Source: an optimization exercise on an open RTL-to-GDS flow (aim: small area and a short achievable clock period). Production flows keep margins and buffers that such runs may drop.
RTL that was checked went through simulation tests only; none was proved equivalent to the original.
Function not checked in runs 1, 5 and 6: the RTL went through the layout flow alone.

==> flow/design.v, too long to show whole: its modules and the start of the top module <==
// module pe: 1129 lines
// module systolic_array: 78 lines
module systolic_array #(
    parameter M           = 5,
    parameter N           = 3,
    parameter K           = 4,
    parameter DATA_WIDTH  = 32
) (
    input clk,
    input rst_n,
    input [DATA_WIDTH*M-1:0] X,
    input [DATA_WIDTH*K-1:0] W,
    output reg [DATA_WIDTH*M*K-1:0] Y,
    output done
);
  // ...
==> flow/run.sh <==
#!/bin/bash
# synth_recipe.tcl (not shown) runs the flow's synth.tcl, then flattens the netlist and writes it again
# the make line also repeats each setting of config.mk as NAME=value (left out here)
make -C /OpenROAD-flow-scripts/flow DESIGN_CONFIG=/design/flow/config.mk WORK_HOME=/design/flow/orfs CLKGATE_MAP_FILE= SYNTH_SCRIPT=/design/flow/synth_recipe.tcl finish
==> flow/config.mk <==
export PLATFORM = sky130hd
export DESIGN_NAME = systolic_array
export DESIGN_NICKNAME = systolic_array
export VERILOG_FILES = /design/flow/design.v
export SDC_FILE = /design/flow/constraint.sdc
export NUM_CORES = 8
export LEC_CHECK = 0
export ABC_AREA = 1
export CAP_MARGIN = 20
export CORE_MARGIN = 2
export CORE_UTILIZATION = 60
export PLACE_DENSITY = 0.7
export SETUP_SLACK_MARGIN = 4
export SLEW_MARGIN = 20
export SYNTH_HIERARCHICAL = 1
==> flow/constraint.sdc <==
create_clock -name core_clock -period 8.5 [get_ports {clk}]
set_input_delay 1.7000 -clock core_clock [delete_from_list [all_inputs] [get_ports {clk}]]
set_output_delay 1.7000 -clock core_clock [all_outputs]
set_load 0.01 [all_outputs]
==> summary.txt, run 1 <==
status: finished clean
FF-to-FF setup slack: 4.10 ns
Regs by FF count: Y x640, wq x288
largest net degree at the start of global routing: 180
Place WS: 3.31 ns
Setup Crit Path Kind: flip-flop to flip-flop
Max Cap Violations: 0
FF+latch count: 2,361
DR iter-0 viols: 9,730
die area: 0.216 mm2
Met1 Wirelength: 155 mm
Seq/total area: 36.7%
Worst EP arrival: 5.13 ns
final HPWL from detailed placement: 283 mm
met3 usage: 7.51%
post-route setup TNS: 0 ns
critical path startpoint category: flip-flop
crit path from: row[2].xr0[15]$_DFF_P_
RSZ-0062 raised after global routing: false
register area: 0.0538 mm2
inverters: 2,313
Via-to-Cell Ratio: 5.65
==> module systolic_array, before the edit <==
module systolic_array #(
    parameter M           = 5,
    parameter N           = 3,
    parameter K           = 4,
    parameter DATA_WIDTH  = 32
) (
    input clk,
    input rst_n,
    input [DATA_WIDTH*M-1:0] X,
    input [DATA_WIDTH*K-1:0] W,
    output reg [DATA_WIDTH*M*K-1:0] Y,
    output done
);
reg [3:0] cnt;
reg done_q;
always @(posedge clk or negedge rst_n) begin
    if (!rst_n) begin
        cnt <= 4'd0;
        done_q <= 1'b0;
    end else begin
        if (cnt != 4'd15) cnt <= cnt + 4'd1;
        if (cnt == 4'd13) done_q <= 1'b1;
    end
end
assign done = done_q;
reg [2:0] ld;     
reg [M-1:0] clr;  
reg [3:0] wy;     
always @(posedge clk or negedge rst_n) begin
    if (!rst_n) begin
        ld <= 3'b001;
        clr <= {M{1'b0}};
        wy <= 4'd0;
    end else begin
        ld <= {cnt == 4'd1, cnt == 4'd0, 1'b0};
        clr <= {M{(cnt == 4'd0) | (cnt == 4'd1) | (cnt == 4'd6) | (cnt == 4'd7)}};
        wy[0] <= (cnt == 4'd5);
        wy[1] <= (cnt == 4'd6);
        wy[2] <= (cnt == 4'd11);
        wy[3] <= (cnt == 4'd12);
    end
end
wire ldany = |ld;
reg [31:0] wq [0:9];
wire [31:0] wq0_d = (ld[0] | ld[2]) ? W[0 +: 32] : ld[1] ? W[32 +: 32] : wq[1];
integer q;
always @(posedge clk) begin
    for (q = 0; q < 9; q = q + 1) wq[q] <= wq[q+1];
    if (ld[0] | ld[2]) begin
        wq[0] <= W[0 +: 32];  wq[3] <= W[32 +: 32];
        wq[6] <= W[64 +: 32]; wq[9] <= W[96 +: 32];
    end else if (ld[1]) begin
        wq[0] <= W[32 +: 32]; wq[3] <= W[0 +: 32];
        wq[6] <= W[96 +: 32]; wq[9] <= W[64 +: 32];
    end else begin
        wq[9] <= W[64 +: 32];
    end
end
genvar i;
generate
    for (i = 0; i < M; i = i + 1) begin : row
        reg [31:0] xr0, xr1, xr2;
        always @(posedge clk) begin
            xr0 <= ldany ? X[32*i +: 32] : xr1;
            xr1 <= xr2;
            xr2 <= xr0;
        end
        wire [31:0] sum;
        pe u (.clk(clk), .x(xr0), .wd(wq0_d), .clr(clr[i]), .sum(sum));
        always @(posedge clk) begin
            if (wy[0]) Y[32*(4*i+0) +: 32] <= sum;
            if (wy[1]) Y[32*(4*i+1) +: 32] <= sum;
            if (wy[2]) Y[32*(4*i+2) +: 32] <= sum;
            if (wy[3]) Y[32*(4*i+3) +: 32] <= sum;
        end
    end
endgenerate
endmodule
==> inputs of run 2 (changes only) <==
--- a/flow/design.v
+++ b/flow/design.v
@@ -1,67 +1,67 @@
 module pe (
     input clk,
     input [31:0] x,       
-    input [31:0] wd,      
+    input [15:0] eone,    
+    input [15:0] etwo,    
+    input [31:0] w,       
     input clr,            
     output [31:0] sum     
 );
-  reg [31:0] w;
-  always @(posedge clk) w <= wd;
   reg [31:0] acc;        
   wire [31:0] accm = clr ? 32'd0 : acc;
+  wire one0 = eone[0];
+  wire two0 = etwo[0];
   wire neg0 = x[1];
-  wire one0 = x[0] ^ 1'b0;
-  wire two0 = (x[1] & ~x[0] & ~1'b0) | (~x[1] & x[0] & 1'b0);
+  wire one1 = eone[1];
+  wire two1 = etwo[1];
   wire neg1 = x[3];
-  wire one1 = x[2] ^ x[1];
-  wire two1 = (x[3] & ~x[2] & ~x[1]) | (~x[3] & x[2] & x[1]);
+  wire one2 = eone[2];
+  wire two2 = etwo[2];
   wire neg2 = x[5];
-  wire one2 = x[4] ^ x[3];
-  wire two2 = (x[5] & ~x[4] & ~x[3]) | (~x[5] & x[4] & x[3]);
+  wire one3 = eone[3];
+  wire two3 = etwo[3];
   wire neg3 = x[7];
-  wire one3 = x[6] ^ x[5];
-  wire two3 = (x[7] & ~x[6] & ~x[5]) | (~x[7] & x[6] & x[5]);
+  wire one4 = eone[4];
+  wire two4 = etwo[4];
   wire neg4 = x[9];
-  wire one4 = x[8] ^ x[7];
-  wire two4 = (x[9] & ~x[8] & ~x[7]) | (~x[9] & x[8] & x[7]);
+  wire one5 = eone[5];
+  wire two5 = etwo[5];
   wire neg5 = x[11];
-  wire one5 = x[10] ^ x[9];
-  wire two5 = (x[11] & ~x[10] & ~x[9]) | (~x[11] & x[10] & x[9]);
+  wire one6 = eone[6];
+  wire two6 = etwo[6];
   wire neg6 = x[13];
-  wire one6 = x[12] ^ x[11];
-  wire two6 = (x[13] & ~x[12] & ~x[11]) | (~x[13] & x[12] & x[11]);
+  wire one7 = eone[7];
+  wire two7 = etwo[7];
   wire neg7 = x[15];
-  wire one7 = x[14] ^ x[13];
-  wire two7 = (x[15] & ~x[14] & ~x[13]) | (~x[15] & x[14] & x[13]);
+  wire one8 = eone[8];
+  wire two8 = etwo[8];
   wire neg8 = x[17];
-  wire one8 = x[16] ^ x[15];
-  wire two8 = (x[17] & ~x[16] & ~x[15]) | (~x[17] & x[16] & x[15]);
+  wire one9 = eone[9];
+  wire two9 = etwo[9];
   wire neg9 = x[19];
-  wire one9 = x[18] ^ x[17];
-  wire two9 = (x[19] & ~x[18] & ~x[17]) | (~x[19] & x[18] & x[17]);
+  wire one10 = eone[10];
+  wire two10 = etwo[10];
   wire neg10 = x[21];
-  wire one10 = x[20] ^ x[19];
-  wire two10 = (x[21] & ~x[20] & ~x[19]) | (~x[21] & x[20] & x[19]);
+  wire one11 = eone[11];
+  wire two11 = etwo[11];
   wire neg11 = x[23];
-  wire one11 = x[22] ^ x[21];
-  wire two11 = (x[23] & ~x[22] & ~x[21]) | (~x[23] & x[22] & x[21]);
+  wire one12 = eone[12];
+  wire two12 = etwo[12];
   wire neg12 = x[25];
-  wire one12 = x[24] ^ x[23];
-  wire two12 = (x[25] & ~x[24] & ~x[23]) | (~x[25] & x[24] & x[23]);
+  wire one13 = eone[13];
+  wire two13 = etwo[13];
   wire neg13 = x[27];
-  wire one13 = x[26] ^ x[25];
-  wire two13 = (x[27] & ~x[26] & ~x[25]) | (~x[27] & x[26] & x[25]);
+  wire one14 = eone[14];
+  wire two14 = etwo[14];
   wire neg14 = x[29];
-  wire one14 = x[28] ^ x[27];
-  wire two14 = (x[29] & ~x[28] & ~x[27]) | (~x[29] & x[28] & x[27]);
+  wire one15 = eone[15];
+  wire two15 = etwo[15];
   wire neg15 = x[31];
-  wire one15 = x[30] ^ x[29];
-  wire two15 = (x[31] & ~x[30] & ~x[29]) | (~x[31] & x[30] & x[29]);
   wire pp0_0 = (one0 & w[0]) ^ neg0;
   wire pp0_1 = ((one0 & w[1]) | (two0 & w[0])) ^ neg0;
   wire pp0_2 = ((one0 & w[2]) | (two0 & w[1])) ^ neg0;
   wire pp0_3 = ((one0 & w[3]) | (two0 & w[2])) ^ neg0;
   wire pp0_4 = ((one0 & w[4]) | (two0 & w[3])) ^ neg0;
   wire pp0_5 = ((one0 & w[5]) | (two0 & w[4])) ^ neg0;
   wire pp0_6 = ((one0 & w[6]) | (two0 & w[5])) ^ neg0;
   wire pp0_7 = ((one0 & w[7]) | (two0 & w[6])) ^ neg0;
@@ -1180,27 +1180,52 @@
         wq[6] <= W[64 +: 32]; wq[9] <= W[96 +: 32];
     end else if (ld[1]) begin
         wq[0] <= W[32 +: 32]; wq[3] <= W[0 +: 32];
         wq[6] <= W[96 +: 32]; wq[9] <= W[64 +: 32];
     end else begin
         wq[9] <= W[64 +: 32];
     end
 end
+function [15:0] bone(input [31:0] x);
+    integer k;
+    begin
+        for (k = 0; k < 16; k = k + 1)
+            bone[k] = x[2*k] ^ ((k == 0) ? 1'b0 : x[(k == 0) ? 0 : 2*k-1]);
+    end
+endfunction
+function [15:0] btwo(input [31:0] x);
+    integer k;
+    reg b2, b1, b0;
+    begin
+        for (k = 0; k < 16; k = k + 1) begin
+            b2 = x[2*k+1];
+            b1 = x[2*k];
+            b0 = (k == 0) ? 1'b0 : x[(k == 0) ? 0 : 2*k-1];
+            btwo[k] = (b2 & ~b1 & ~b0) | (~b2 & b1 & b0);
+        end
+    end
+endfunction
 genvar i;
 generate
     for (i = 0; i < M; i = i + 1) begin : row
         reg [31:0] xr0, xr1, xr2;
+        reg [15:0] eone, etwo;       
+        wire [31:0] xr0_d = ldany ? X[32*i +: 32] : xr1;
         always @(posedge clk) begin
-            xr0 <= ldany ? X[32*i +: 32] : xr1;
+            xr0 <= xr0_d;
+            eone <= bone(xr0_d);
+            etwo <= btwo(xr0_d);
             xr1 <= xr2;
             xr2 <= xr0;
         end
+        reg [31:0] wl;
+        always @(posedge clk) wl <= wq0_d;
         wire [31:0] sum;
-        pe u (.clk(clk), .x(xr0), .wd(wq0_d), .clr(clr[i]), .sum(sum));
+        pe u (.clk(clk), .x(xr0), .eone(eone), .etwo(etwo), .w(wl), .clr(clr[i]), .sum(sum));
         always @(posedge clk) begin
             if (wy[0]) Y[32*(4*i+0) +: 32] <= sum;
             if (wy[1]) Y[32*(4*i+1) +: 32] <= sum;
             if (wy[2]) Y[32*(4*i+2) +: 32] <= sum;
             if (wy[3]) Y[32*(4*i+3) +: 32] <= sum;
         end
     end
 endgenerate
==> flow/flow/run.sh (new file) <==
#!/bin/bash
# The standard layout with two changes:
#  - input and output ports are buffered with plain buffers (buf_2) instead
#    of the delay cells buffer_ports picks by default;
#  - after the standard synthesis, fa_polarity.py complements some full
#    adders (a full adder is self-dual) so that fewer inverters are needed
#    between them; registers and all other cells are unchanged.
set -euo pipefail
export BUFFER_PORTS_ARGS="-buffer_cell sky130_fd_sc_hd__buf_2"
RES=orfs/results/${FLOW_PLATFORM}/systolic_array/base
bash standard.sh synth > make_synth.log 2>&1
python3 flow/fa_polarity.py $RES/1_2_yosys.v $RES/1_2_yosys.pol.v > fa_polarity.log 2>&1
cp $RES/1_2_yosys.v 1_2_yosys.standard.v
mv $RES/1_2_yosys.pol.v $RES/1_2_yosys.v
rm -f $RES/1_synth.odb $RES/1_synth.sdc
bash standard.sh > make_layout.log 2>&1
==> flow/flow/fa_polarity.py (new file) <==
#!/usr/bin/env python3
"""Remove inverters around full adders in a mapped netlist.

A full adder is self-dual: complementing its three inputs complements both
outputs.  This script chooses, for each sky130 fa cell, whether to use it in
complemented form so that as few inverters as possible are needed, removes
the netlist's inverters (inv/clkinv) and inserts one inverter per net that
still needs a complemented copy.  Registers, ports and every other cell are
left as they are; the netlist computes the same function.

usage: fa_polarity.py IN.v OUT.v
"""
import re, sys, random, collections

src = open(sys.argv[1]).read()
cell_re = re.compile(r'^(\s*)(sky130_fd_sc_hd__\w+)\s+(\S+)\s*\((.*?)\);\s*$', re.S | re.M)
pin_re = re.compile(r'\.(\w+)\(([^()]*)\)')
OUTPINS = {'X', 'Y', 'Q', 'Q_N', 'SUM', 'COUT', 'HI', 'LO'}

m = re.search(r'^\s*module\s+(\w+)\s*\(([^)]*)\);', src, re.M)
ports = set(p.strip() for p in m.group(2).split(','))
def is_port_net(n):
    base = n.split('[')[0].strip()
    return base in ports

cells = []   # [typ, name, pins(dict pin->net), span]
for mm in cell_re.finditer(src):
    typ = mm.group(2).split('__')[1]
    pins = {p: n.strip() for p, n in pin_re.findall(mm.group(4))}
    cells.append([typ, mm.group(3), pins, mm.span()])

def is_inv(t): return re.match(r'(clk)?inv_\d+$', t) is not None
def is_fa(t): return re.match(r'fa_\d+$', t) is not None

drv = {}
for i, (t, n, pins, _) in enumerate(cells):
    for p, net in pins.items():
        if p in OUTPINS:
            drv[net] = i
# inverters we may remove: those whose output is not a port
removable = set()
for i, (t, n, pins, _) in enumerate(cells):
    if is_inv(t) and not is_port_net(pins['Y']):
        removable.add(i)

def source(net):
    par = 0
    seen = 0
    while net in drv and drv[net] in removable:
        par ^= 1
        net = cells[drv[net]][2]['A']
        seen += 1
        assert seen < 100
    return net, par

# every input pin of a kept cell: (cell, pin, source net, parity)
uses = []
for i, (t, n, pins, _) in enumerate(cells):
    if i in removable:
        continue
    for p, net in pins.items():
        if p in OUTPINS:
            continue
        if not (net.startswith('_') or net.startswith('\\') or re.match(r'[A-Za-z]', net)):
            continue  # constants
        s, par = source(net)
        uses.append((i, p, s, par))

fas = [i for i, c in enumerate(cells) if is_fa(c[0])]
flip = collections.defaultdict(int)
bysrc = collections.defaultdict(list)
for u in uses:
    bysrc[u[2]].append(u)

def netcost(s):
    d = drv.get(s)
    fd = flip[d] if d is not None else 0
    need1 = any(par ^ fd ^ flip[i] for (i, p, _, par) in bysrc[s])
    return 1 if need1 else 0

famnets = collections.defaultdict(set)
for s, us in bysrc.items():
    d = drv.get(s)
    if d is not None and is_fa(cells[d][0]):
        famnets[d].add(s)
    for (i, p, _, par) in us:
        if is_fa(cells[i][0]):
            famnets[i].add(s)

def total():
    return sum(netcost(s) for s in bysrc)

before = total()
rng = random.Random(1)
best = before
order = list(fas)
for rnd in range(40):
    rng.shuffle(order)
    changed = False
    for f in order:
        nets = famnets[f]
        b = sum(netcost(s) for s in nets)
        flip[f] ^= 1
        a = sum(netcost(s) for s in nets)
        if a < b or (a == b and rng.random() < 0.3):
            changed = changed or a < b
        else:
            flip[f] ^= 1
    cur = total()
    if cur < best:
        best = cur
        bestflip = dict(flip)
    if rnd > 10 and not changed:
        break
if best < before:
    flip = collections.defaultdict(int, bestflip)
else:
    flip = collections.defaultdict(int)
after = total()

# rewrite
newinv = {}
newwires = []
def inverted(s):
    if s not in newinv:
        k = len(newinv)
        w = f"_polinv{k}_"
        newinv[s] = w
        newwires.append(w)
    return newinv[s]

out_cells = {}
for i, (t, n, pins, span) in enumerate(cells):
    if i in removable:
        out_cells[i] = None
        continue
    np = dict(pins)
    for p, net in pins.items():
        if p in OUTPINS:
            continue
    out_cells[i] = np
for (i, p, s, par) in uses:
    d = drv.get(s)
    fd = flip[d] if d is not None else 0
    need = par ^ fd ^ flip[i]
    out_cells[i][p] = inverted(s) if need else s

def esc(v):
    return v + " " if v.startswith("\\") else v

def fmt(t, n, pins, indent):
    body = ",\n".join(f"{indent}  .{p}({esc(v)})" for p, v in pins.items())
    return f"{indent}sky130_fd_sc_hd__{t} {n} (\n{body}\n{indent});"

pieces = []
last = 0
for i, (t, n, pins, span) in enumerate(cells):
    pieces.append(src[last:span[0]])
    last = span[1]
    if out_cells[i] is None:
        continue
    # keep original formatting of the instance, only pin values change
    indent = re.match(r'\s*', src[span[0]:span[1]]).group(0).lstrip('\n')
    pieces.append("\n" + fmt(t, n, out_cells[i], indent if indent else "  "))
pieces.append(src[last:])
text = "".join(pieces)
# declarations and new inverters
decl = "".join(f"  wire {w};\n" for w in newwires)
insts = "".join(f"  sky130_fd_sc_hd__inv_1 _polinvc{k}_ (\n    .A({esc(s)}),\n    .Y({w})\n  );\n"
                for k, (s, w) in enumerate(newinv.items()))
pos = text.rfind("endmodule")
text = text[:pos] + insts + text[pos:]
# wires right after the module's port list declarations: before first cell
first = cell_re.search(text).start()
text = text[:first] + "\n" + decl + text[first:]
open(sys.argv[2], "w").write(text)
print(f"fa_polarity: {len(fas)} full adders, {sum(flip.values())} complemented; "
      f"inverters {len(removable)} removable -> {len(newinv)} inserted (cost before flips {before})",
      file=sys.stderr)
==> flow/standard.sh (new file) <==
#!/bin/bash
# synth_recipe.tcl (not shown) runs the flow's synth.tcl, then flattens the netlist and writes it again
# the make line also repeats each setting of config.mk as NAME=value (left out here)
make -C /OpenROAD-flow-scripts/flow DESIGN_CONFIG=/design/flow/config.mk WORK_HOME=/design/flow/orfs CLKGATE_MAP_FILE= SYNTH_SCRIPT=/design/flow/synth_recipe.tcl "${@:-finish}"
--- a/flow/config.mk
+++ b/flow/config.mk
@@ -5,11 +5,10 @@
 export SDC_FILE = /design/flow/constraint.sdc
 export NUM_CORES = 8
 export LEC_CHECK = 0
 export ABC_AREA = 1
 export CAP_MARGIN = 20
 export CORE_MARGIN = 2
 export CORE_UTILIZATION = 60
 export PLACE_DENSITY = 0.7
-export SETUP_SLACK_MARGIN = 4
+export SETUP_SLACK_MARGIN = 5
 export SLEW_MARGIN = 20
-export SYNTH_HIERARCHICAL = 1
removed: flow/run.sh
==> run 2 against run 1 <==
Compared with the run above:
- die area fell by 2.2%
- worst hold slack got worse by 0.0039 ns
- clock skew fell by 0.0090 ns
- non-clock buffer count rose by 315
- global-route usage rose by 4.9 points
- via count rose by 3.0%
==> summary.txt, run 2 <==
most frequent cells in the layout: dfxtp_1 (1,667), xor2_1 (1,452), nand2_1 (1,439), inv_1 (1,310), o22ai_1 (1,191)
fmax: 0.276 GHz
TritonCTS buffer count: 233
CP Max Fanout: 45
grt ovf: 0
cell count after synthesis: 11,800
DR vias: 96,200
Core Area: 0.207 mm2
deepest level of the CTS H-tree: 4
Worst Hold Class: flip-flop to flip-flop
setup violators final: 0
final HPWL from detailed placement: 294 mm (+3.7%)
crit path from: row[0].wl[0]$_DFF_P_
Setup Skew: 0.0502 ns
vias in the first global route: 96,500
critical register-to-register path startpoint: row[0].wl[0]$_DFF_P_
global-route wire length before repair: 626 mm
Port Buffer Count: 930
CTS Root Cell: clkbuf_16
CP endpoint kind: flip-flop
period utilisation layout: 42.6%
Setup Crit Path Kind: flip-flop to flip-flop
Largest register FFs: 640
Sink Count: 2,378
Final GP Congestion: 0.989
initial core utilization: 60.3%
post-route insts no fill: 15,700
area grow syn2layout: 16.4%
final core utilization: 70.1%
Die Height: 460 um
Top reg by flops: Y
crit path to: row[0].u.ra_31_1$_DFF_P_
Worst-Skew Late Latency: 0.94 ns
max_slew headroom: 26.7%
placed instance count: 15,000
Max Cap Violations: 0 (unchanged)
proportion of layout cells with a drive suffix above 1: 17.8%
worst slew pin tran: 1.09 ns
row count: 167
antenna viol nets, final: 0
Syn Nets: 13,600
CTS tree: yes
Slew Limit Fails: 0
Netlist Area Pre-Place: 0.125 mm2
critical path startpoint category: flip-flop
largest net degree at the start of global routing: 128 (-29%)
drt total wl: 436 mm
clock buffer depth: 3
Final Hold Vio Count: 0
FF-to-FF setup slack: 4.88 ns (+0.77 ns)
die area: 0.211 mm2 (-2.2%)
RSZ-0062 raised after global routing: true
initial antenna violation count: 53
DR iter-0 viols: 12,200 (+25%)
routed len/inst: 27.7 um
syn_area_per_cell: 10.5 um2
Yosys warnings: 3
drt pass-1 iters: 12
Tmin final: 3.62 ns
Via-to-Cell Ratio: 6.11 (+8.0%)
Boundary Pins: 931
DRC: 0
most common cell after layout, fill and taps aside: dfxtp_1
WP data required: 9.33 ns
status: finished clean
Worst EP arrival: 4.45 ns (-0.68 ns)
Chip Width: 460 um
Reg2Reg Depth: 16
CTS clk-pin slew, worst paths: 0.07 ns
post-route setup TNS: 0 ns (unchanged)
Regs by FF count: Y x640, wq x288
cts hold-fix bufs: 0
worst reg2reg path endpoint: row[0].u.ra_31_1$_DFF_P_
Total Nets Final: 14,500
GRT Total Usage: 40.2%
## run 2: through the flow
step | hold slack [ns] | area [um2] | setup WS (ns)
floorplan | 0.310 | 125000 | 5.07
global placement | 0.310 | 131000 | 3.42
detailed placement | 0.312 | 131000 | 3.50
CTS | 0.283 | 143000 | 4.90
global route | 0.297 | 145000 | 4.78
finish | 0.286 | 145000 | 4.88
## run 2: timing repair
| item | CTS | global route |
|---|---|---|
| gates cloned | 40 | 15 |
| resized for setup | 381 | 256 |
| setup endpoints to repair | 543 | 277 |
| pin swaps | 40 | 70 |
| buffers inserted | 119 | 117 |
## run 2: worst min-delay path by stage
stage | startpoint | endpoint | slack, ns | cells past startpoint
floorplan | row[0].xr2[0]$_DFF_P_ | row[0].xr1[0]$_DFF_P_ | 0.31 | 0
global placement | row[2].xr2[30]$_DFF_P_ | row[2].xr1[30]$_DFF_P_ | 0.31 | 0
detailed placement | row[2].xr2[21]$_DFF_P_ | row[2].xr1[21]$_DFF_P_ | 0.31 | 0
CTS | row[4].xr2[27]$_DFF_P_ | row[4].xr1[27]$_DFF_P_ | 0.28 | 0
global route | row[4].xr2[27]$_DFF_P_ | row[4].xr1[27]$_DFF_P_ | 0.30 | 0
finish | row[4].xr2[27]$_DFF_P_ | row[4].xr1[27]$_DFF_P_ | 0.29 | 0
## run 2: cell type report
class | instances | area [um2]
repair buffers | 1371 | 9420
inverters | 1419 | 5980
well taps | 2704 | 3380
multi-input cells | 7374 | 63500
fillers | 15400 | 61800
diodes | 26 | 65.1
clock buffers | 320 | 6590
clock inverters | 122 | 1650
flip-flops and latches | 2378 | 54200
repair inverters | 32 | 208
## run 2: metal layers
layer	up-vias	GRT usage, %	wire, um
met5	-	0	356
met4	56	22.8	31000
met3	1827	14.7	59400
met2	6695	59.0	185000
met1	47000	51.4	161000
li1	40700	-	-
## run 2: critical path: stages, from the launching register on
cell and delay [ns]:
dfxtp_4 0.36, buf_16 0.18, clkinv_2 0.14, buf_8 0.48, o22ai_1 0.24, xor2_1 0.22
fa_1 0.44, fa_1 0.44, inv_1 0.11, xor2_2 0.15, nand3b_1 0.15, nand2_1 0.06
nand2_1 0.05, nand2_1 0.05, nand3b_1 0.15, nand2_1 0.08, inv_1 0.04
==> inputs of run 3 (changes only) <==
--- a/flow/config.mk
+++ b/flow/config.mk
@@ -9,6 +9,8 @@
 export CAP_MARGIN = 20
 export CORE_MARGIN = 2
 export CORE_UTILIZATION = 60
+export CTS_CLUSTER_DIAMETER = 100
+export CTS_CLUSTER_SIZE = 24
 export PLACE_DENSITY = 0.7
 export SETUP_SLACK_MARGIN = 5
 export SLEW_MARGIN = 20
==> run 3 against run 2 <==
Compared with the run above:
- synthesized cell count stayed put
- worst hold slack better by 0.025 ns
- non-clock buffer count is 6 higher
- still clean
- flip-flop and latch count stayed put
==> summary.txt, run 3 <==
status: finished clean
Core Area: 0.207 mm2 (unchanged)
critical register-to-register path startpoint: row[0].wl[23]$_DFF_P_
Largest register FFs: 640 (unchanged)
TritonCTS buffer count: 118 (-49%)
proportion of layout cells with a drive suffix above 1: 16.6% (-1.2 points)
post-route setup TNS: 0 ns (unchanged)
CTS tree: yes
Final Hold Vio Count: 0 (unchanged)
Tmin final: 3.62 ns (-0.00660 ns)
largest net degree at the start of global routing: 128 (unchanged)
Slew Limit Fails: 0 (unchanged)
area grow syn2layout: 13.0%
Regs by FF count: Y x640, wq x288
most frequent cells in the layout: dfxtp_1 (1,664), xor2_1 (1,447), nand2_1 (1,442), inv_1 (1,305), o22ai_1 (1,175)
Setup Crit Path Kind: flip-flop to flip-flop
FF-to-FF setup slack: 4.88 ns (about the same)
cts hold-fix bufs: 0 (unchanged)
global-route wire length before repair: 616 mm (-1.7%)
Via-to-Cell Ratio: 6.13 (+0.31%)
setup violators final: 0 (unchanged)
WHS Endpoint: row[3].xr2[16]$_DFF_P_
deepest level of the CTS H-tree: 3 (-1)
Setup Skew: 0.0428 ns (-0.00732 ns)
most common cell after layout, fill and taps aside: dfxtp_1
Sink Count: 2,378 (unchanged)
Yosys warnings: 3 (unchanged)
row count: 167 (unchanged)
DRC: 0 (unchanged)
CP Max Fanout: 24 (-47%)
period utilisation layout: 42.6% (-0.078 points)
GRT Total Usage: 39.5% (-0.69 points)
fmax: 0.276 GHz (+0.18%)
Final GP Congestion: 0.989 (unchanged)
Max Cap Violations: 0 (unchanged)
clock buffer depth: 3 (unchanged)
Total Nets Final: 14,400 (-0.76%)
CTS clk-pin slew, worst paths: 0.11 ns (+0.04 ns)
DR vias: 95,000 (-1.2%)
final hold slack: 0.311 ns (+0.0247 ns)
WP data required: 9.28 ns (-0.05 ns)
initial core utilization: 60.3% (unchanged)
DR iter-0 viols: 12,300 (+0.38%)
grt ovf: 0 (unchanged)
Syn Nets: 13,600 (unchanged)
fin worst setup slack: 4.88 ns (+0.00660 ns)
Reg2Reg Depth: 10 (-6)
Boundary Pins: 931 (unchanged)
vias in the first global route: 94,500 (-2.2%)
worst reg2reg path endpoint: row[2].u.ra_26_3$_DFF_P_
Worst EP arrival: 4.39 ns (-0.06 ns)
Place WS: 3.50 ns (unchanged)
drt total wl: 431 mm (-1.2%)
Fillers: 16,000 (+3.8%)
Netlist Area Pre-Place: 0.125 mm2 (unchanged)
RSZ-0062 raised after global routing: true
antenna viol nets, final: 0 (unchanged)
worst slew pin tran: 1.07 ns (-0.0185 ns)
routed len/inst: 27.8 um (+0.32%)
Top reg by flops: Y
Chip Width: 460 um (unchanged)
syn_area_per_cell: 10.5 um2 (unchanged)
Hold Crit Depth: 0 (unchanged)
worst hold start: row[3].xr0[16]$_DFF_P_
initial antenna violation count: 57 (+7.5%)
CTS Root Cell: clkbuf_16
die area: 0.211 mm2 (unchanged)
Die Height: 460 um (unchanged)
Worst Hold Class: flip-flop to flip-flop
Port Buffer Count: 930 (unchanged)
Worst-Skew Late Latency: 0.86 ns (-0.08 ns)
CP endpoint kind: flip-flop
cell count after synthesis: 11,800 (unchanged)
critical path startpoint category: flip-flop
drt pass-1 iters: 10 (-2)
max_slew headroom: 28.0% (+1.2 points)
final HPWL from detailed placement: 294 mm (unchanged)
[run 3: area by class of cell]
cell class                 count  area [um2]  share of cell area (%)
multi-input combinational   7373       63800                    45.3
antenna                       21        52.6                  0.0373
timing repair inverter        32         200                   0.142
clock buffer                 168        3150                    2.24
timing repair buffer        1377        9570                    6.80
clock inverter                30         472                   0.335
tap                         2704        3380                    2.40
sequential                  2378       54200                    38.5
inverter                    1419        6020                    4.27
[run 3: timing repair]
action                     in CTS  in global routing
resized for setup             394                299
gates cloned                   38                 20
buffers inserted              122                116
setup endpoints to repair     524                286
pin swaps                      39                106
[run 3: critical path: stages (launching register included)]
cell and delay, ns:
dfxtp_2 0.35, buf_12 0.16, inv_8 0.18, buf_12 0.24
o22ai_1 0.14, xor2_1 0.19, fa_1 0.60, fa_1 0.47
fa_1 0.59, inv_1 0.06, fa_2 0.53
[run 3: per-stage QoR]
step	cell area (um2)	cells	utilization, %
4_1_cts	138000	15300	66.7
3_5_place_dp	131000	15000	63.5
2_1_floorplan	125000	11800	-
3_3_place_gp	131000	15000	63.5
6_report	141000	15500	68.1
5_1_grt	141000	15500	68.1
[run 3: worst max path at each step]
stage,startpoint,endpoint,slack (ns),cells after the start
final,row[0].wl[23]$_DFF_P_,row[2].u.ra_26_3$_DFF_P_,4.88,10
after floorplan,row[0].wl[20]$_DFF_P_,row[1].u.ra_29_3$_DFF_P_,5.07,10
after CTS,row[0].wl[29]$_DFF_P_,row[4].u.ra_31_1$_DFF_P_,4.89,20
after global placement,row[0].wl[12]$_DFF_P_,row[3].u.ra_30_3$_DFF_P_,3.42,9
after detailed placement,row[0].wl[13]$_DFF_P_,row[4].u.ra_30_3$_DFF_P_,3.50,9
after global routing,row[0].wl[29]$_DFF_P_,row[1].u.ra_31_1$_DFF_P_,4.76,18
[run 3: per-layer routing]
metal / part of all wire [%] / track usage [%]
met2: 42 / 58.3
met4: 7.0 / 21.3
met3: 13 / 13.5
met1: 37 / 51.3
met5: 0.10 / 0
==> inputs of run 4 (changes only) <==
--- a/flow/config.mk
+++ b/flow/config.mk
@@ -9,8 +9,8 @@
 export CAP_MARGIN = 20
 export CORE_MARGIN = 2
 export CORE_UTILIZATION = 60
-export CTS_CLUSTER_DIAMETER = 100
-export CTS_CLUSTER_SIZE = 24
+export CTS_CLUSTER_DIAMETER = 150
+export CTS_CLUSTER_SIZE = 20
 export PLACE_DENSITY = 0.7
 export SETUP_SLACK_MARGIN = 5
 export SLEW_MARGIN = 20
==> run 4 against run 3 <==
Compared with the run above:
- critical endpoint is now row[0].u.ra_31_1$_DFF_P_
- via count is essentially flat
- routed wire length shrank 0.21%
- critical path depth grew 6
- setup slack gained 0.013 ns
- count of clock-buffer cells in the layout grew 31
- synthesized cell count is the same
- fmax grew 0.35%
==> summary.txt, run 4 <==
Worst Hold Class: flip-flop to flip-flop
initial core utilization: 60.3% (unchanged)
Place WS: 3.50 ns (unchanged)
area grow syn2layout: 12.9%
Multi-input gate area: 0.0635 mm2 (-0.42%)
WHS Endpoint: wq[1][9]$_DFF_P_
GRT Total Usage: 39.6% (+0.065 points)
Port Buffer Count: 930 (unchanged)
Netlist Area Pre-Place: 0.125 mm2 (unchanged)
row count: 167 (unchanged)
Hold Crit Depth: 0 (unchanged)
Chip Width: 460 um (unchanged)
final hold slack: 0.285 ns (-0.0259 ns)
DR iter-0 viols: 12,000 (-2.4%)
critical path startpoint category: flip-flop
CTS tree: yes
Top reg by flops: Y
Boundary Pins: 931 (unchanged)
Setup Crit Path Kind: flip-flop to flip-flop
register area: 0.0542 mm2 (about the same)
initial antenna violation count: 52 (-8.8%)
WP data required: 9.31 ns (+0.03 ns)
Top cell by count, worst path: nand2_1
CP max stage delay: 0.44 ns (-0.16 ns)
Worst EP arrival: 4.41 ns (+0.02 ns)
grt ovf: 0 (unchanged)
Core Area: 0.207 mm2 (unchanged)
FF-to-FF setup slack: 4.90 ns (about the same)
Regs by FF count: Y x640, wq x288
Final Hold Vio Count: 0 (unchanged)
max_slew headroom: 32.9% (+4.9 points)
Total Nets Final: 14,400 (+0.035%)
worst hold start: wq[2][9]$_DFF_P_
fmax: 0.277 GHz (+0.35%)
proportion of layout cells with a drive suffix above 1: 16.2% (-0.39 points)
most frequent cells in the layout: dfxtp_1 (1,669), xor2_1 (1,456), nand2_1 (1,441), inv_1 (1,308), o22ai_1 (1,190)
Final GP Congestion: 0.989 (unchanged)
Setup Skew: 0.0655 ns (+0.0226 ns)
deepest level of the CTS H-tree: 4 (+1)
Sink Count: 2,378 (unchanged)
Fillers: 16,000 (-0.012%)
Slew Limit Fails: 0 (unchanged)
routed len/inst: 27.7 um (-0.26%)
status: finished clean
Syn Nets: 13,600 (unchanged)
DRC: 0 (unchanged)
Yosys warnings: 3 (unchanged)
period utilisation layout: 42.4% (-0.15 points)
CP endpoint kind: flip-flop
Via-to-Cell Ratio: 6.12 (-0.13%)
setup violators final: 0 (unchanged)
most common cell after layout, fill and taps aside: dfxtp_1
Worst-Skew Late Latency: 0.90 ns (+0.04 ns)
post-route setup TNS: 0 ns (unchanged)
Max Cap Violations: 0 (unchanged)
drt pass-1 iters: 7 (-3)
CTS clk-pin slew, worst paths: 0.11 ns (about the same)
critical register-to-register path startpoint: row[0].wl[0]$_DFF_P_
TritonCTS buffer count: 136 (+15%)
global-route wire length before repair: 616 mm (about the same)
vias in the first global route: 94,600 (+0.11%)
Die Height: 460 um (unchanged)
Tmin final: 3.60 ns (-0.0127 ns)
cell count after synthesis: 11,800 (unchanged)
antenna viol nets, final: 0 (unchanged)
worst reg2reg path endpoint: row[0].u.ra_31_1$_DFF_P_
final HPWL from detailed placement: 294 mm (unchanged)
RSZ-0062 raised after global routing: true
fin worst setup slack: 4.90 ns (+0.0127 ns)
largest net degree at the start of global routing: 128 (unchanged)
DR vias: 94,900 (-0.087%)
CP Max Fanout: 46 (+92%)
die area: 0.211 mm2 (unchanged)
Worst path slowest cell: fa_1
clock buffer depth: 3 (unchanged)
drt total wl: 430 mm (-0.21%)
CTS Root Cell: clkbuf_16
Reg2Reg Depth: 16 (+6)
syn_area_per_cell: 10.5 um2 (unchanged)
worst path cell trace: buf_16 -> clkinv_2 -> buf_8 -> o22ai_1 -> xor2_1 -> fa_1 -> fa_1 -> inv_1 -> xor2_2 -> nand3b_1 -> nand2_1 -> nand2_1 -> nand2_1 -> nand3b_1 -> nand2_1 -> inv_1
worst slew pin tran: 0.997 ns (-0.0727 ns)
Largest register FFs: 640 (unchanged)
[run 4: area by class of cell]
cell class,instances,area share [%]
diodes,28,0.0498
clock buffers,199,2.64
clock inverters,12,0.142
inverters,1419,4.26
multi-input cells,7373,45.2
flip-flops and latches,2378,38.5
well taps,2704,2.40
repair buffers,1365,6.68
repair inverters,31,0.138
[run 4: critical path, delay by kind of cell (launching register included)]
kind | cells | cell delay (ns)
AO/OA/AOI/OAI | 1 | 0.25
AND/OR/NAND/NOR | 6 | 0.54
flip-flops | 1 | 0.37
buffers and inverters | 5 | 0.87
XOR/XNOR | 2 | 0.37
adder cells (fa/ha/maj) | 2 | 0.88
[run 4: stage by stage]
step | utilization, % | cells | cell area (um2)
2_1_floorplan | - | 11800 | 125000
3_3_place_gp | 63.5 | 15000 | 131000
3_5_place_dp | 63.5 | 15000 | 131000
4_1_cts | 66.8 | 15300 | 138000
5_1_grt | 68.0 | 15500 | 141000
6_report | 68.0 | 15500 | 141000
[run 4: worst max-delay path by stage]
stage / from / endpoint / slack [ns]
floorplan: row[0].wl[20]$_DFF_P_ / row[1].u.ra_29_3$_DFF_P_ / 5.07
global placement: row[0].wl[12]$_DFF_P_ / row[3].u.ra_30_3$_DFF_P_ / 3.42
detailed placement: row[0].wl[13]$_DFF_P_ / row[4].u.ra_30_3$_DFF_P_ / 3.50
CTS: row[0].wl[11]$_DFF_P_ / row[1].u.ra_30_3$_DFF_P_ / 4.88
global route: row[0].wl[29]$_DFF_P_ / row[4].u.ra_31_1$_DFF_P_ / 4.81
finish: row[0].wl[0]$_DFF_P_ / row[0].u.ra_31_1$_DFF_P_ / 4.90
[run 4: what timing repair did]
action / 4_1_cts / 5_1_grt
resized for setup: 374 / 260
pin swaps: 38 / 67
buffers inserted: 106 / 124
setup endpoints to repair: 530 / 290
hold buffers: 0 / 0
cloned: 37 / 16
[run 4: per-layer routing]
| metal | track usage [%] | vias up | wire length [um] |
|---|---|---|---|
| met5 | 0.115 | - | 747 |
| met4 | 21.5 | 62 | 29600 |
| met3 | 13.9 | 1773 | 56000 |
| met2 | 58.3 | 6353 | 183000 |
| met1 | 51.1 | 46400 | 161000 |
| li1 | - | 40300 | - |
==> inputs of run 5 (changes only) <==
--- a/flow/design.v
+++ b/flow/design.v
@@ -1155,15 +1155,18 @@
 reg [2:0] ld;     
 reg [M-1:0] clr;  
 reg [3:0] wy;     
+reg rot;          
 always @(posedge clk or negedge rst_n) begin
     if (!rst_n) begin
         ld <= 3'b001;
         clr <= {M{1'b0}};
         wy <= 4'd0;
+        rot <= 1'b1;
     end else begin
         ld <= {cnt == 4'd1, cnt == 4'd0, 1'b0};
         clr <= {M{(cnt == 4'd0) | (cnt == 4'd1) | (cnt == 4'd6) | (cnt == 4'd7)}};
         wy[0] <= (cnt == 4'd5);
+        rot <= (cnt <= 4'd10);
         wy[1] <= (cnt == 4'd6);
         wy[2] <= (cnt == 4'd11);
         wy[3] <= (cnt == 4'd12);
@@ -1207,15 +1210,15 @@
 genvar i;
 generate
     for (i = 0; i < M; i = i + 1) begin : row
-        reg [31:0] xr0, xr1, xr2;
+        reg [31:0] xr0;
+        wire [31:0] xr1 = Y[32*(4*i+2) +: 32];
+        wire [31:0] xr2 = Y[32*(4*i+3) +: 32];
         reg [15:0] eone, etwo;       
         wire [31:0] xr0_d = ldany ? X[32*i +: 32] : xr1;
         always @(posedge clk) begin
             xr0 <= xr0_d;
             eone <= bone(xr0_d);
             etwo <= btwo(xr0_d);
-            xr1 <= xr2;
-            xr2 <= xr0;
         end
         reg [31:0] wl;
         always @(posedge clk) wl <= wq0_d;
@@ -1225,7 +1228,9 @@
             if (wy[0]) Y[32*(4*i+0) +: 32] <= sum;
             if (wy[1]) Y[32*(4*i+1) +: 32] <= sum;
             if (wy[2]) Y[32*(4*i+2) +: 32] <= sum;
+            else if (rot) Y[32*(4*i+2) +: 32] <= xr2;
             if (wy[3]) Y[32*(4*i+3) +: 32] <= sum;
+            else if (rot) Y[32*(4*i+3) +: 32] <= xr0;
         end
     end
 endgenerate
==> run 5 against run 4 <==
Compared with the run above:
- critical path depth is 4 lower
- global-route usage grew 3.0 points
- via count grew 6.7%
- first-iteration DRC count is 7.5% higher
- routed wire length increased by 7.2%
- non-clock buffer count is 45 higher
- largest cell class unchanged
- highest routed layer unchanged
==> summary.txt, run 5 <==
cts hold-fix bufs: 0 (unchanged)
Final GP Congestion: 1.00 (+1.6%)
initial core utilization: 60.3% (+0.088 points)
status: finished clean
max_slew headroom: 13.5% (-19 points)
most frequent cells in the layout: nand2_1 (2,352), inv_1 (1,517), xor2_1 (1,434), dfxtp_1 (1,303), o22ai_1 (1,209)
area grow syn2layout: 12.9% (about the same)
Total Nets Final: 15,400 (+6.8%)
routed len/inst: 28.0 um (+0.93%)
Die Height: 458 um (-0.48%)
Sink Count: 2,069 (-13%)
Slew Limit Fails: 0 (unchanged)
setup violators final: 0 (unchanged)
initial antenna violation count: 50 (-3.8%)
CP Max Fanout: 7 (-85%)
Max Cap Violations: 0 (unchanged)
FF-to-FF setup slack: 4.83 ns (-0.07 ns)
Yosys warnings: 3 (unchanged)
Syn Nets: 14,600 (+7.6%)
WP data required: 9.23 ns (-0.08 ns)
crit path to: row[3].u.ra_27_3$_DFF_P_
CTS tree: yes
drt pass-1 iters: 11 (+4)
DR iter-0 viols: 12,900 (+7.5%)
CP endpoint kind: flip-flop
Chip Width: 458 um (-0.48%)
DR vias: 101,000 (+6.7%)
final HPWL from detailed placement: 321 mm (+9.3%)
Worst Hold Class: flip-flop to flip-flop
Netlist Area Pre-Place: 0.123 mm2 (-0.96%)
Top reg by flops: Y
Setup Skew: 0.0748 ns (+0.00929 ns)
antenna viol nets, final: 0 (unchanged)
clock buffer depth: 3 (unchanged)
Largest register FFs: 640 (unchanged)
grt ovf: 0 (unchanged)
period utilisation layout: 43.2% (+0.78 points)
CTS clk-pin slew, worst paths: 0.09 ns (-0.02 ns)
syn_area_per_cell: 9.61 um2 (-8.9%)
Worst-Skew Late Latency: 0.85 ns (-0.05 ns)
Port Buffer Count: 930 (unchanged)
Worst EP arrival: 4.40 ns (about the same)
TritonCTS buffer count: 114 (-16%)
global-route wire length before repair: 661 mm (+7.3%)
GRT Total Usage: 42.6% (+3.0 points)
most common cell after layout, fill and taps aside: nand2_1
Regs by FF count: Y x640, wq x288, row.u.acc x160
Reg2Reg Depth: 12 (-4)
proportion of layout cells with a drive suffix above 1: 16.0% (-0.21 points)
drt total wl: 461 mm (+7.2%)
Setup Crit Path Kind: flip-flop to flip-flop
Via-to-Cell Ratio: 6.15 (+0.49%)
Tmin final: 3.67 ns (+0.0664 ns)
fmax: 0.272 GHz (-1.8%)
deepest level of the CTS H-tree: 3 (-1)
worst slew pin tran: 1.30 ns (+0.300 ns)
crit path from: row[0].wl[27]$_DFF_P_
post-route setup TNS: 0 ns (unchanged)
Final Hold Vio Count: 0 (unchanged)
RSZ-0062 raised after global routing: true
critical path startpoint category: flip-flop
DRC: 0 (unchanged)
worst reg2reg path endpoint: row[3].u.ra_27_3$_DFF_P_
Boundary Pins: 931 (unchanged)
die area: 0.209 mm2 (-0.95%)
critical register-to-register path startpoint: row[0].wl[27]$_DFF_P_
Core Area: 0.205 mm2 (-1.1%)
row count: 166 (-0.60%)
cell count after synthesis: 12,800 (+8.7%)
CTS Root Cell: clkbuf_16
largest net degree at the start of global routing: 112 (-13%)
vias in the first global route: 101,000 (+6.6%)
-- run 5: area by class of cell --
cell class / count / area (um2)
antenna: 22 / 55.1
clock buffer: 181 / 3150
clock inverter: 9 / 166
fill: 16100 / 65200
inverter: 1648 / 6860
multi-input combinational: 8400 / 67400
sequential: 2069 / 48200
tap: 2688 / 3360
timing repair buffer: 1410 / 9960
timing repair inverter: 38 / 248
-- run 5: timing repair --
item                                    in CTS  in global routing
gates cloned                                43                 23
pin swaps                                   19                104
buffers inserted                           146                115
endpoints found under the setup margin     326                218
gates resized for setup                    354                391
-- run 5: worst min path at each step --
stage,from,endpoint,slack (ns),cells after the start
6_report,wq[3][29]$_DFF_P_,wq[2][29]$_DFF_P_,0.32,0
5_1_grt,wq[3][29]$_DFF_P_,wq[2][29]$_DFF_P_,0.33,0
4_1_cts,wq[2][7]$_DFF_P_,wq[1][7]$_DFF_P_,0.33,0
3_5_place_dp,wq[2][25]$_DFF_P_,wq[1][25]$_DFF_P_,0.31,0
3_3_place_gp,wq[3][19]$_DFF_P_,wq[2][19]$_DFF_P_,0.31,0
2_1_floorplan,wq[2][0]$_DFF_P_,wq[1][0]$_DFF_P_,0.31,0
-- run 5: layer usage --
metal | up-vias | global-route usage, % | wire [um]
li1 | 43100 | - | -
met1 | 49100 | 52.0 | 162000
met2 | 7063 | 64.7 | 201000
met3 | 2025 | 13.5 | 57800
met4 | 54 | 28.8 | 39800
met5 | - | 0 | 359
-- run 5: metrics by stage --
| step | hold slack, ns | std cells | setup slack [ns] | instance area [um2] | utilization [%] |
|---|---|---|---|---|---|
| global placement | 0.310 | 15900 | 3.92 | 130000 | 63.5 |
| floorplan | 0.310 | 12800 | 5.08 | 123000 | - |
| finish | 0.323 | 16500 | 4.83 | 139000 | 68.1 |
| detailed placement | 0.312 | 15900 | 3.79 | 130000 | 63.6 |
| CTS | 0.326 | 16300 | 4.89 | 136000 | 66.7 |
| global route | 0.332 | 16500 | 4.74 | 139000 | 68.1 |
-- run 5: worst max-delay path, stage by stage (launching register included) --
cell	delay [ns]
dfxtp_2	0.36
buf_12	0.14
clkinvlp_4	0.15
buf_12	0.16
clkbuf_16	0.18
buf_12	0.14
o22ai_4	0.14
xor2_2	0.21
fa_1	0.46
fa_2	0.57
fa_2	0.44
fa_2	0.55
inv_1	0.06
==> inputs of run 6 (changes only) <==
--- a/flow/design.v
+++ b/flow/design.v
@@ -1188,6 +1188,11 @@
         wq[9] <= W[64 +: 32];
     end
 end
+reg [31:0] wla, wlb;
+always @(posedge clk) begin
+    wla <= wq0_d;
+    wlb <= ~wq0_d;
+end
 function [15:0] bone(input [31:0] x);
     integer k;
     begin
@@ -1220,10 +1225,9 @@
             eone <= bone(xr0_d);
             etwo <= btwo(xr0_d);
         end
-        reg [31:0] wl;
-        always @(posedge clk) wl <= wq0_d;
+        wire [31:0] wh = (i < 3) ? wla : ~wlb;
         wire [31:0] sum;
-        pe u (.clk(clk), .x(xr0), .eone(eone), .etwo(etwo), .w(wl), .clr(clr[i]), .sum(sum));
+        pe u (.clk(clk), .x(xr0), .eone(eone), .etwo(etwo), .w(wh), .clr(clr[i]), .sum(sum));
         always @(posedge clk) begin
             if (wy[0]) Y[32*(4*i+0) +: 32] <= sum;
             if (wy[1]) Y[32*(4*i+1) +: 32] <= sum;
==> run 6 against run 5 <==
Compared with the run above:
- utilization down 0.51 points
- area after synthesis up 0.65%
- design area up 0.16%
- critical path depth up 5
- register-to-register slack about the same
- via count up 1.9%
- final cell count up 0.44%
==> summary.txt, run 6 <==
status: finished clean
Setup Crit Path Kind: flip-flop to flip-flop
RSZ-0062 raised after global routing: true
Reg2Reg Depth: 17 (+5)
CP endpoint kind: flip-flop
clock buffer depth: 3 (unchanged)
Final GP Congestion: 1.06 (+5.8%)
Setup Skew: 0.0850 ns (+0.0102 ns)
Netlist Area Pre-Place: 0.124 mm2 (+0.65%)
Die Height: 459 um (+0.32%)
die area: 0.211 mm2 (+0.64%)
Syn Nets: 14,600 (+0.40%)
Sink Count: 2,101 (+1.5%)
vias in the first global route: 101,000 (-0.26%)
most frequent cells in the layout: nand2_1 (2,267), inv_1 (1,516), xor2_1 (1,442), dfxtp_1 (1,349), o22ai_1 (1,226)
Max Cap Violations: 0 (unchanged)
Yosys warnings: 3 (unchanged)
final hold slack: 0.321 ns (-0.00181 ns)
CTS tree: yes
row count: 167 (+0.60%)
grt ovf: 0 (unchanged)
syn_area_per_cell: 9.63 um2 (+0.19%)
Worst Hold Class: flip-flop to flip-flop
Hold Crit Depth: 0 (unchanged)
Regs by FF count: Y x640, wq x288, row.u.acc x160
deepest level of the CTS H-tree: 3 (unchanged)
Largest register FFs: 640 (unchanged)
antenna viol nets, final: 0 (unchanged)
Slew Limit Fails: 0 (unchanged)
Post-Layout Inst Area: 0.140 mm2 (+0.16%)
Worst EP arrival: 4.43 ns (+0.03 ns)
proportion of layout cells with a drive suffix above 1: 16.5% (+0.49 points)
area post-placement: 0.131 mm2 (+0.68%)
Boundary Pins: 931 (unchanged)
Tmin final: 3.69 ns (+0.0148 ns)
post-route setup TNS: 0 ns (unchanged)
post-route insts no fill: 16,500 (+0.44%)
Port Buffer Count: 930 (unchanged)
period utilisation layout: 43.4% (+0.17 points)
area grow syn2layout: 12.3%
DR vias: 103,000 (+1.9%)
fin worst setup slack: 4.81 ns (-0.0148 ns)
placed instance count: 16,000 (+0.48%)
CP Max Fanout: 31 (+24)
TritonCTS buffer count: 116 (+1.8%)
DRC: 0 (unchanged)
Via-to-Cell Ratio: 6.24 (+1.5%)
Final Hold Vio Count: 0 (unchanged)
critical register-to-register path startpoint: wla[4]$_DFF_P_
Worst-Skew Late Latency: 0.90 ns (+0.05 ns)
Fillers: 16,400 (+1.9%)
final HPWL from detailed placement: 357 mm (+11%)
Total Nets Final: 15,500 (+0.23%)
setup violators final: 0 (unchanged)
drt total wl: 490 mm (+6.2%)
cell count after synthesis: 12,900 (+0.46%)
Chip Width: 459 um (+0.32%)
most common cell after layout, fill and taps aside: nand2_1
CTS clk-pin slew, worst paths: 0.10 ns (about the same)
register area: 0.0487 mm2 (+1.2%)
max_slew headroom: 17.5% (+4.0 points)
global-route wire length before repair: 691 mm (+4.6%)
Core Area: 0.206 mm2 (+0.91%)
worst slew pin tran: 1.23 ns (-0.0650 ns)
GRT Total Usage: 45.2% (+2.6 points)
Place WS: 4.31 ns (+0.526 ns)
cts hold-fix bufs: 0 (unchanged)
Top reg by flops: Y
initial antenna violation count: 40 (-20%)
WHS Endpoint: wq[5][14]$_DFF_P_
fmax: 0.271 GHz (-0.40%)
critical path startpoint category: flip-flop
WP data required: 9.24 ns (about the same)
initial core utilization: 60.2% (-0.15 points)
drt pass-1 iters: 9 (-2)
worst reg2reg path endpoint: row[2].u.ra_31_1$_DFF_P_
largest net degree at the start of global routing: 194 (+73%)
CTS Root Cell: clkbuf_16
Multi-input gate area: 0.0681 mm2 (+1.0%)
worst hold start: wq[6][14]$_DFF_P_
DR iter-0 viols: 14,600 (+14%)
FF-to-FF setup slack: 4.81 ns (about the same)
routed len/inst: 29.6 um (+5.8%)
## run 6: final cells by class
type	count	share of cell area [%]
antenna	29	0.0520
clock buffer	196	2.29
clock inverter	10	0.169
inverter	1654	4.81
multi-input combinational	8417	48.8
sequential	2101	34.9
tap	2704	2.42
timing repair buffer	1391	6.41
timing repair inverter	36	0.140
## run 6: how the worst max path moves through the flow
stage / endpoint / from
floorplan: row[2].u.ra_31_1$_DFF_P_ / clr[0]$_DFF_PN0_
global placement: row[2].u.ra_31_1$_DFF_P_ / clr[0]$_DFF_PN0_
detailed placement: row[2].u.ra_31_1$_DFF_P_ / clr[0]$_DFF_PN0_
CTS: row[2].u.ra_31_1$_DFF_P_ / wla[29]$_DFF_P_
global route: row[2].u.ra_31_1$_DFF_P_ / row[2].eone[0]$_DFF_P_
finish: row[2].u.ra_31_1$_DFF_P_ / wla[4]$_DFF_P_
## run 6: what timing repair did
action / in CTS / in global routing
setup endpoints to repair: 281 / 425
setup buffers: 140 / 116
resized for setup: 289 / 430
pin swaps: 4 / 37
gates cloned: 33 / 11
## run 6: per-layer routing
metal	global-route usage, %	routed length (um)	vias to the layer above
met1	58.6	178000	50300
met4	29.8	42100	18
met2	65.5	205000	7834
met3	13.8	63500	1901
li1	-	-	43200
met5	0.299	210	-
## run 6: per-stage QoR
step	util [%]
finish	67.6
global placement	63.4
floorplan	-
global route	67.6
detailed placement	63.4
CTS	66.3
## run 6: critical path, cell delays in order (launching register included)
cell and delay, ns:
dfxtp_1 0.31, inv_2 0.32, buf_4 0.45, o22ai_1 0.17
xor2_1 0.20, fa_1 0.58, inv_1 0.09, fa_1 0.44
xnor2_1 0.15, or2_2 0.30, nand2_1 0.07, nand2_1 0.07
nand2_1 0.07, nand2_1 0.07, nand2_1 0.06, nand2_1 0.05
nand2_1 0.06, inv_1 0.03

-- re-timing with driven ports --
How much do the figures lean on ideal ports? The routed layouts below were timed once more, with nothing changed but the port constraints. Step 1: set_driving_cell puts a clkbuf_16 on clk and a buf_2 on each other input, an assumption about the parent block. Step 2 adds t to the input delays and takes it off the output delays; t is the mean of the earliest and latest rising clock arrival at the registers after step 1. Input paths then give back, and output paths get back, about the clock's delay inside the block. Three values: no drivers, after step 1, after step 2; two values: the first two.
| run | t, ns | slack for setup (ns) | worst hold slack (ns) |
|---|---|---|---|
| run 1 | 0.985 | 4.103 / 4.103 / 4.103 | 0.290 / 0.290 / 0.290 |
| run 2 | 1.014 | 4.876 / 4.876 / 4.876 | 0.286 / 0.286 / 0.286 |
| run 3 | 0.933 | 4.882 / 4.882 / 4.882 | 0.311 / 0.311 / 0.311 |
| run 4 | 0.963 | 4.895 / 4.895 / 4.895 | 0.285 / 0.285 / 0.285 |
| run 5 | 0.915 | 4.829 / 4.829 / 4.829 | 0.323 / 0.323 / 0.323 |
| run 6 | 0.952 | 4.814 / 4.814 / 4.814 | 0.321 / 0.321 / 0.321 |
After both steps every run listed still meets setup and hold.
